From an optimization exercise on the open Yosys and OpenROAD flow, aimed at small area, a short achievable clock period and few clock cycles; shortcuts taken in it are not production practice.
The RTL was checked by simulation tests, not by an equivalence proof against the original design.
Power figures rest on the tool's default switching activity, not on a simulated workload.

==> inputs of 07-27 <==
## mips16_core
module mips16_core(
	input clk,
	input rst,  
	output [9:0] imem_addr,
	input [15:0] imem_rdata,
	output [9:0] dmem_addr,
	output dmem_we,
	output [15:0] dmem_wdata,
	input [15:0] dmem_rdata,
	input [15:0] in_data,
	output rf_we,
	output [4:0] rf_waddr,
	output [15:0] rf_wdata
	);
	localparam [5:0] OP_NOP = 6'h00, OP_LW = 6'h01, OP_SW = 6'h02, OP_MV = 6'h03,
		OP_BGZ = 6'h04, OP_BEZ = 6'h05, OP_JMP = 6'h06, OP_JAL = 6'h07, OP_JR = 6'h08,
		OP_SLT = 6'h09, OP_SLTI = 6'h0A, OP_SEQ = 6'h0B, OP_SEQI = 6'h0C, OP_LIM = 6'h0D,
		OP_SL = 6'h0E, OP_SR = 6'h0F, OP_ADD = 6'h10, OP_SUB = 6'h11, OP_MULT = 6'h12,
		OP_DIV = 6'h13, OP_MOD = 6'h14, OP_ADDI = 6'h15, OP_SUBI = 6'h16, OP_MULTI = 6'h17,
		OP_DIVI = 6'h18, OP_MODI = 6'h19, OP_NOT = 6'h1A, OP_XOR = 6'h1B, OP_OR = 6'h1C,
		OP_AND = 6'h1D, OP_LWR = 6'h1E, OP_SWR = 6'h1F, OP_SI = 6'h20, OP_SLI = 6'h21,
		OP_SRI = 6'h22;
	reg [9:0] fpc, npc;
	reg ahead;          
	reg dv;             
	reg [15:0] ir;
	reg ev;             
	reg e_wr1;          
	reg e_sw;           
	reg [1:0] ph;       
	reg [3:0] cnt;      
	reg ld_iss;         
	reg [9:0] dm_addr;
	reg dm_we;
	reg [15:0] dm_wdata;  
	reg rfw_we;
	reg [4:0] rfw_addr;
	reg [15:0] rfw_data;  
	assign imem_addr = fpc;
	assign dmem_addr = dm_addr;
	assign dmem_we = dm_we;
	assign dmem_wdata = dm_wdata;
	assign rf_we = rfw_we;
	assign rf_waddr = rfw_addr;
	assign rf_wdata = rfw_data;
	wire [5:0] op = ir[15:10];
	wire [4:0] fa = ir[9:5];
	wire [4:0] fb = ir[4:0];
	wire is_lw = (op == OP_LW), is_lwr = (op == OP_LWR);
	wire [4:0] ra = e_sw ? 5'd1 : fa;
	wire [15:0] rA, rB;
	wire r1nz;
	reg wen;
	reg [4:0] waddr;
	reg [15:0] wdata_alu;
	wire sel_ld = is_lw | is_lwr;
	wire sel_si = (op == OP_SI);
	wire [15:0] wdata;
	reg clr;  
	always @(posedge clk) clr <= rst;
	REGFILE regs(.clk(clk), .clr(clr), .we(wen), .waddr(waddr), .wdata(wdata_alu),
		.ld(sel_ld), .ldata(dmem_rdata), .si(sel_si), .sdata(in_data), .wd_o(wdata),
		.aaddr(ra), .adata(rA), .baddr(fb), .bdata(rB), .r1nz(r1nz));
  ...
Settings: LEC_CHECK=0, CAP_MARGIN=20, CORE_MARGIN=2, CORE_UTILIZATION=40, SLEW_MARGIN=20, SYNTH_HIERARCHICAL=1, SYNTH_MINIMUM_KEEP_SIZE=0; clock period 44.0 ns.
standard.sh (not shown) runs the stock make flow with config.mk's settings and CLKGATE_MAP_FILE= SYNTH_SCRIPT=/design/flow/synth_recipe.tcl, a recipe that flattens the netlist after the stock synthesis.
==> flow/flow/run.sh <==
#!/bin/bash
set -euo pipefail
MARGIN=34.0
bash standard.sh SETUP_SLACK_MARGIN=$MARGIN "BUFFER_PORTS_ARGS=-buffer_cell sky130_fd_sc_hd__buf_4" finish > standard_flow.log 2>&1
==> inputs of 10-20, as changes to 07-27 <==
- CAP_MARGIN: 20 -> 10
- CORE_UTILIZATION: 40 -> 55
- SLEW_MARGIN: 20 -> 10
==> inputs of 09-08, as changes to 07-27 <==
--- a/flow/design.v
+++ b/flow/design.v
@@ -255,31 +255,47 @@
 	output [15:0] bdata,
 	output r1nz  
 	);
 	reg [15:0] r [1:31];
 	assign wd_o = ld ? ldata : si ? sdata : wdata;
 	wire [15:0] wd = clr ? 16'd0 : wd_o;
-	genvar g;
+	genvar g, k;
 	generate for (g = 1; g < 32; g = g + 1) begin : W
 		wire en = clr | (we & (waddr == g));
 		always @(posedge clk) if (en) r[g] <= wd;
 	end endgenerate
-	reg [15:0] a, b;
-	integer i;
-	always @(*) begin
-		a = 16'd0;
-		b = 16'd0;
-		for (i = 1; i < 32; i = i + 1) begin
-			a = a | (r[i] & {16{aaddr == i}});
-			b = b | (r[i] & {16{baddr == i}});
+	wire [31:1] sa, sb;
+	generate for (g = 1; g < 32; g = g + 1) begin : D
+		assign sa[g] = (aaddr == g);
+		assign sb[g] = (baddr == g);
+	end endgenerate
+	generate for (k = 0; k < 16; k = k + 1) begin : B
+		wire [9:0] ya, yb;
+		for (g = 0; g < 10; g = g + 1) begin : G
+			AOI222 ua(.d({r[3*g+3][k], r[3*g+2][k], r[3*g+1][k]}), .s(sa[3*g+3:3*g+1]), .y(ya[g]));
+			AOI222 ub(.d({r[3*g+3][k], r[3*g+2][k], r[3*g+1][k]}), .s(sb[3*g+3:3*g+1]), .y(yb[g]));
 		end
-	end
-	assign adata = a;
-	assign bdata = b;
+		assign adata[k] = ~(&ya) | (r[31][k] & sa[31]);
+		assign bdata[k] = ~(&yb) | (r[31][k] & sb[31]);
+	end endgenerate
 	assign r1nz = |r[1];
 endmodule
+module AOI222(
+	input [2:0] d,
+	input [2:0] s,
+	output y
+	);
+	assign y = ~(|(d & s));
+endmodule
+module AOI22(
+	input [1:0] d,
+	input [1:0] s,
+	output y
+	);
+	assign y = ~(|(d & s));
+endmodule
 module mips16_core(
 	input clk,
 	input rst,  
 	output [9:0] imem_addr,
 	input [15:0] imem_rdata,
 	output [9:0] dmem_addr,
@@ -328,13 +344,13 @@
 	wire is_lw = (op == OP_LW), is_lwr = (op == OP_LWR);
 	wire [4:0] ra = e_sw ? 5'd1 : fa;
 	wire [15:0] rA, rB;
 	wire r1nz;
 	reg wen;
 	reg [4:0] waddr;
-	reg [15:0] wdata_alu;
+	wire [15:0] wdata_alu;
 	wire sel_ld = is_lw | is_lwr;
 	wire sel_si = (op == OP_SI);
 	wire [15:0] wdata;
 	reg clr;  
 	always @(posedge clk) clr <= rst;
 	REGFILE regs(.clk(clk), .clr(clr), .we(wen), .waddr(waddr), .wdata(wdata_alu),
@@ -377,35 +393,61 @@
 		if (is_lw) e_last_next = ld_iss ? 1'b1 : (ph == 2'd1);
 		else if (is_lwr) e_last_next = (ph == 2'd1);
 		else if (is_dm) e_last_next = (ph == 2'd0) ? (div_s == 4'd0) : (cnt == 4'd1);
 		else e_last_next = 1'b1;
 	end
 	wire [9:0] epc = npc - 10'd1;  
+	wire s_mv = (op == OP_MV), s_not = (op == OP_NOT), s_xor = (op == OP_XOR);
+	wire s_or = (op == OP_OR), s_and = (op == OP_AND);
+	wire s_sh = (op == OP_SL) | (op == OP_SLI) | (op == OP_SR) | (op == OP_SRI);
+	wire s_as = (op == OP_ADD) | (op == OP_ADDI) | (op == OP_SUB) | (op == OP_SUBI);
+	wire s_mul = (op == OP_MULT) | (op == OP_MULTI);
+	wire s_jal = (op == OP_JAL), s_lim = (op == OP_LIM);
+	wire s_lt = (op == OP_SLT) | (op == OP_SLTI), s_ne = (op == OP_SEQ) | (op == OP_SEQI);
+	wire [15:0] dres = (ph == 2'd0) ? div_triv_res : (is_div ? quo_n : rem_n);
+	wire alu_ne = (alu_as != 16'd0);
+	wire [15:0] lg_or = opA | opB, lg_and = opA & opB, lg_xor = opA ^ opB;
+	genvar k;
+	generate for (k = 0; k < 16; k = k + 1) begin : RES
+		wire y1, y2, y3, y4;
+		AOI222 g1(.d({lg_xor[k], ~opA[k], opA[k]}), .s({s_xor, s_not, s_mv}), .y(y1));
+		AOI222 g2(.d({alu_sh[k], lg_and[k], lg_or[k]}), .s({s_sh, s_and, s_or}), .y(y2));
+		AOI222 g3(.d({dres[k], alu_mul[k], alu_as[k]}), .s({is_dm, s_mul, s_as}), .y(y3));
+		if (k == 0) begin : B0
+			wire y5;
+			AOI222 g4(.d({alu_lt, ir[k], epc[k]}), .s({s_lt, s_lim, s_jal}), .y(y4));
+			assign y5 = ~(alu_ne & s_ne);
+			assign wdata_alu[k] = ~(y1 & y2 & y3 & y4 & y5);
+		end else if (k < 10) begin : BL
+			AOI22 g4(.d({ir[k], epc[k]}), .s({s_lim, s_jal}), .y(y4));
+			assign wdata_alu[k] = ~(y1 & y2 & y3 & y4);
+		end else begin : BH
+			assign wdata_alu[k] = ~(y1 & y2 & y3);
+		end
+	end endgenerate
 	always @(*) begin
 		wen = 1'b0;
 		waddr = 5'd1;
-		wdata_alu = 16'd0;
 		if (ev) begin
 			case (op)
 			OP_LW: begin wen = e_last; end
-			OP_MV: begin wen = 1'b1; waddr = fb; wdata_alu = opA; end
-			OP_JAL: begin wen = 1'b1; waddr = fa; wdata_alu = {6'd0, epc}; end
-			OP_SLT, OP_SLTI: begin wen = 1'b1; wdata_alu = {15'd0, alu_lt}; end
-			OP_SEQ, OP_SEQI: begin wen = 1'b1; wdata_alu = {15'd0, alu_as != 16'd0}; end
-			OP_LIM: begin wen = 1'b1; wdata_alu = {6'd0, ir[9:0]}; end
-			OP_SL, OP_SLI, OP_SR, OP_SRI: begin wen = 1'b1; wdata_alu = alu_sh; end
-			OP_ADD, OP_ADDI, OP_SUB, OP_SUBI: begin wen = 1'b1; wdata_alu = alu_as; end
-			OP_MULT, OP_MULTI: begin wen = 1'b1; wdata_alu = alu_mul; end
+			OP_MV: begin wen = 1'b1; waddr = fb; end
+			OP_JAL: begin wen = 1'b1; waddr = fa; end
+			OP_SLT, OP_SLTI: begin wen = 1'b1; end
+			OP_SEQ, OP_SEQI: begin wen = 1'b1; end
+			OP_LIM: begin wen = 1'b1; end
+			OP_SL, OP_SLI, OP_SR, OP_SRI: begin wen = 1'b1; end
+			OP_ADD, OP_ADDI, OP_SUB, OP_SUBI: begin wen = 1'b1; end
+			OP_MULT, OP_MULTI: begin wen = 1'b1; end
 			OP_DIV, OP_DIVI, OP_MOD, OP_MODI: begin
 				wen = e_last;
-				wdata_alu = (ph == 2'd0) ? div_triv_res : (is_div ? quo_n : rem_n);
 			end
-			OP_NOT: begin wen = 1'b1; waddr = fb; wdata_alu = ~opA; end
-			OP_XOR: begin wen = 1'b1; wdata_alu = opA ^ opB; end
-			OP_OR: begin wen = 1'b1; wdata_alu = opA | opB; end
-			OP_AND: begin wen = 1'b1; wdata_alu = opA & opB; end
+			OP_NOT: begin wen = 1'b1; waddr = fb; end
+			OP_XOR: begin wen = 1'b1; end
+			OP_OR: begin wen = 1'b1; end
+			OP_AND: begin wen = 1'b1; end
 			OP_LWR: begin wen = e_last; waddr = fb; end
 			OP_SI: begin wen = 1'b1; waddr = fa; end
 			default: ;
 			endcase
 		end
 	end
==> flow/flow/run.sh (replaced) <==
#!/bin/bash
set -euo pipefail
MARGIN=33.85
bash standard.sh SETUP_SLACK_MARGIN=$MARGIN "BUFFER_PORTS_ARGS=-buffer_cell sky130_fd_sc_hd__buf_4" finish > standard_flow.log 2>&1
==> comparison table <==
quantity	10-20	07-27	09-08
Status	finished clean	finished clean	finished clean
Startpoint of the worst register-to-register path	ir[7]	ir[6]	e_sw
Proportion of cell area occupied by multi-input gates	45.2%	44.8%	42.8%
Synthesized-area fraction occupied by ao, oa, aoi and oai cells	17.0%	17.0%	19.7%
Antenna violations before repair	9	3	1
Critical path destination	rf_wdata[1]	rf_waddr[4]	dmem_addr[5]
Logic inverters	177	177	197
Longest individual stage delay on the worst path	500 ps	530 ps	540 ps
Count of different cell masters after synthesis	104	104	113
Multi-input logic cell count	2794	2798	2183
Sequential cell area fraction in the yosys report	44.9%	44.9%	48.5%
Routed metal-1 wire length	59800 um	61800 um	51300 um
Area used by multi-input combinational logic	20200 um^2	20100 um^2	17800 um^2
Share of the final layout cell area in sequential cells	39.4%	39.1%	42.3%
Nets	4198	4194	3525
Switching power of the nets	1.16 mW	1.14 mW	1.30 mW
Maximum number of pins on one net before global-route repair	59	62	48
Sequential cell fraction of total power	27.2%	27.2%	29.0%
Testbench counts of 07-27, summed over its fixed seeds: cycles 27,902.
Testbench counts of 10-20, summed over its fixed seeds: cycles 27,902.
Testbench counts of 09-08, summed over its fixed seeds: cycles 27,902.

-- afterwards: timing with drivers on the ports --
How much do the figures lean on ideal ports? The routed layouts below were timed once more, with nothing changed but the port constraints.
Step 1, drivers: a clkbuf_16 drives clk and a buf_2 each remaining input, both assumed.
Step 2, shift: input delay + t, output delay - t, t = (earliest + latest rising clock arrival at the registers) / 2. This alone moves slack from input paths to output paths.
Slacks: ideal ports / drivers / drivers and shift; pairs: ideal ports / drivers.
run	t (ns)	setup WS [ns]	worst setup path at the end	worst data-port slew with drivers (ns)
07-27	0.717	33.849 / 33.783 / 33.438	input to register	0.05
10-20	0.737	33.845 / 33.778 / 33.341	input to register	0.06
09-08	0.678	33.832 / 33.767 / 33.282	input to register	0.04
After both steps every run listed still meets setup and hold. For 09-08, which loses most, drivers alone change the setup slack by -0.065 ns; drivers and shift together by -0.550 ns.
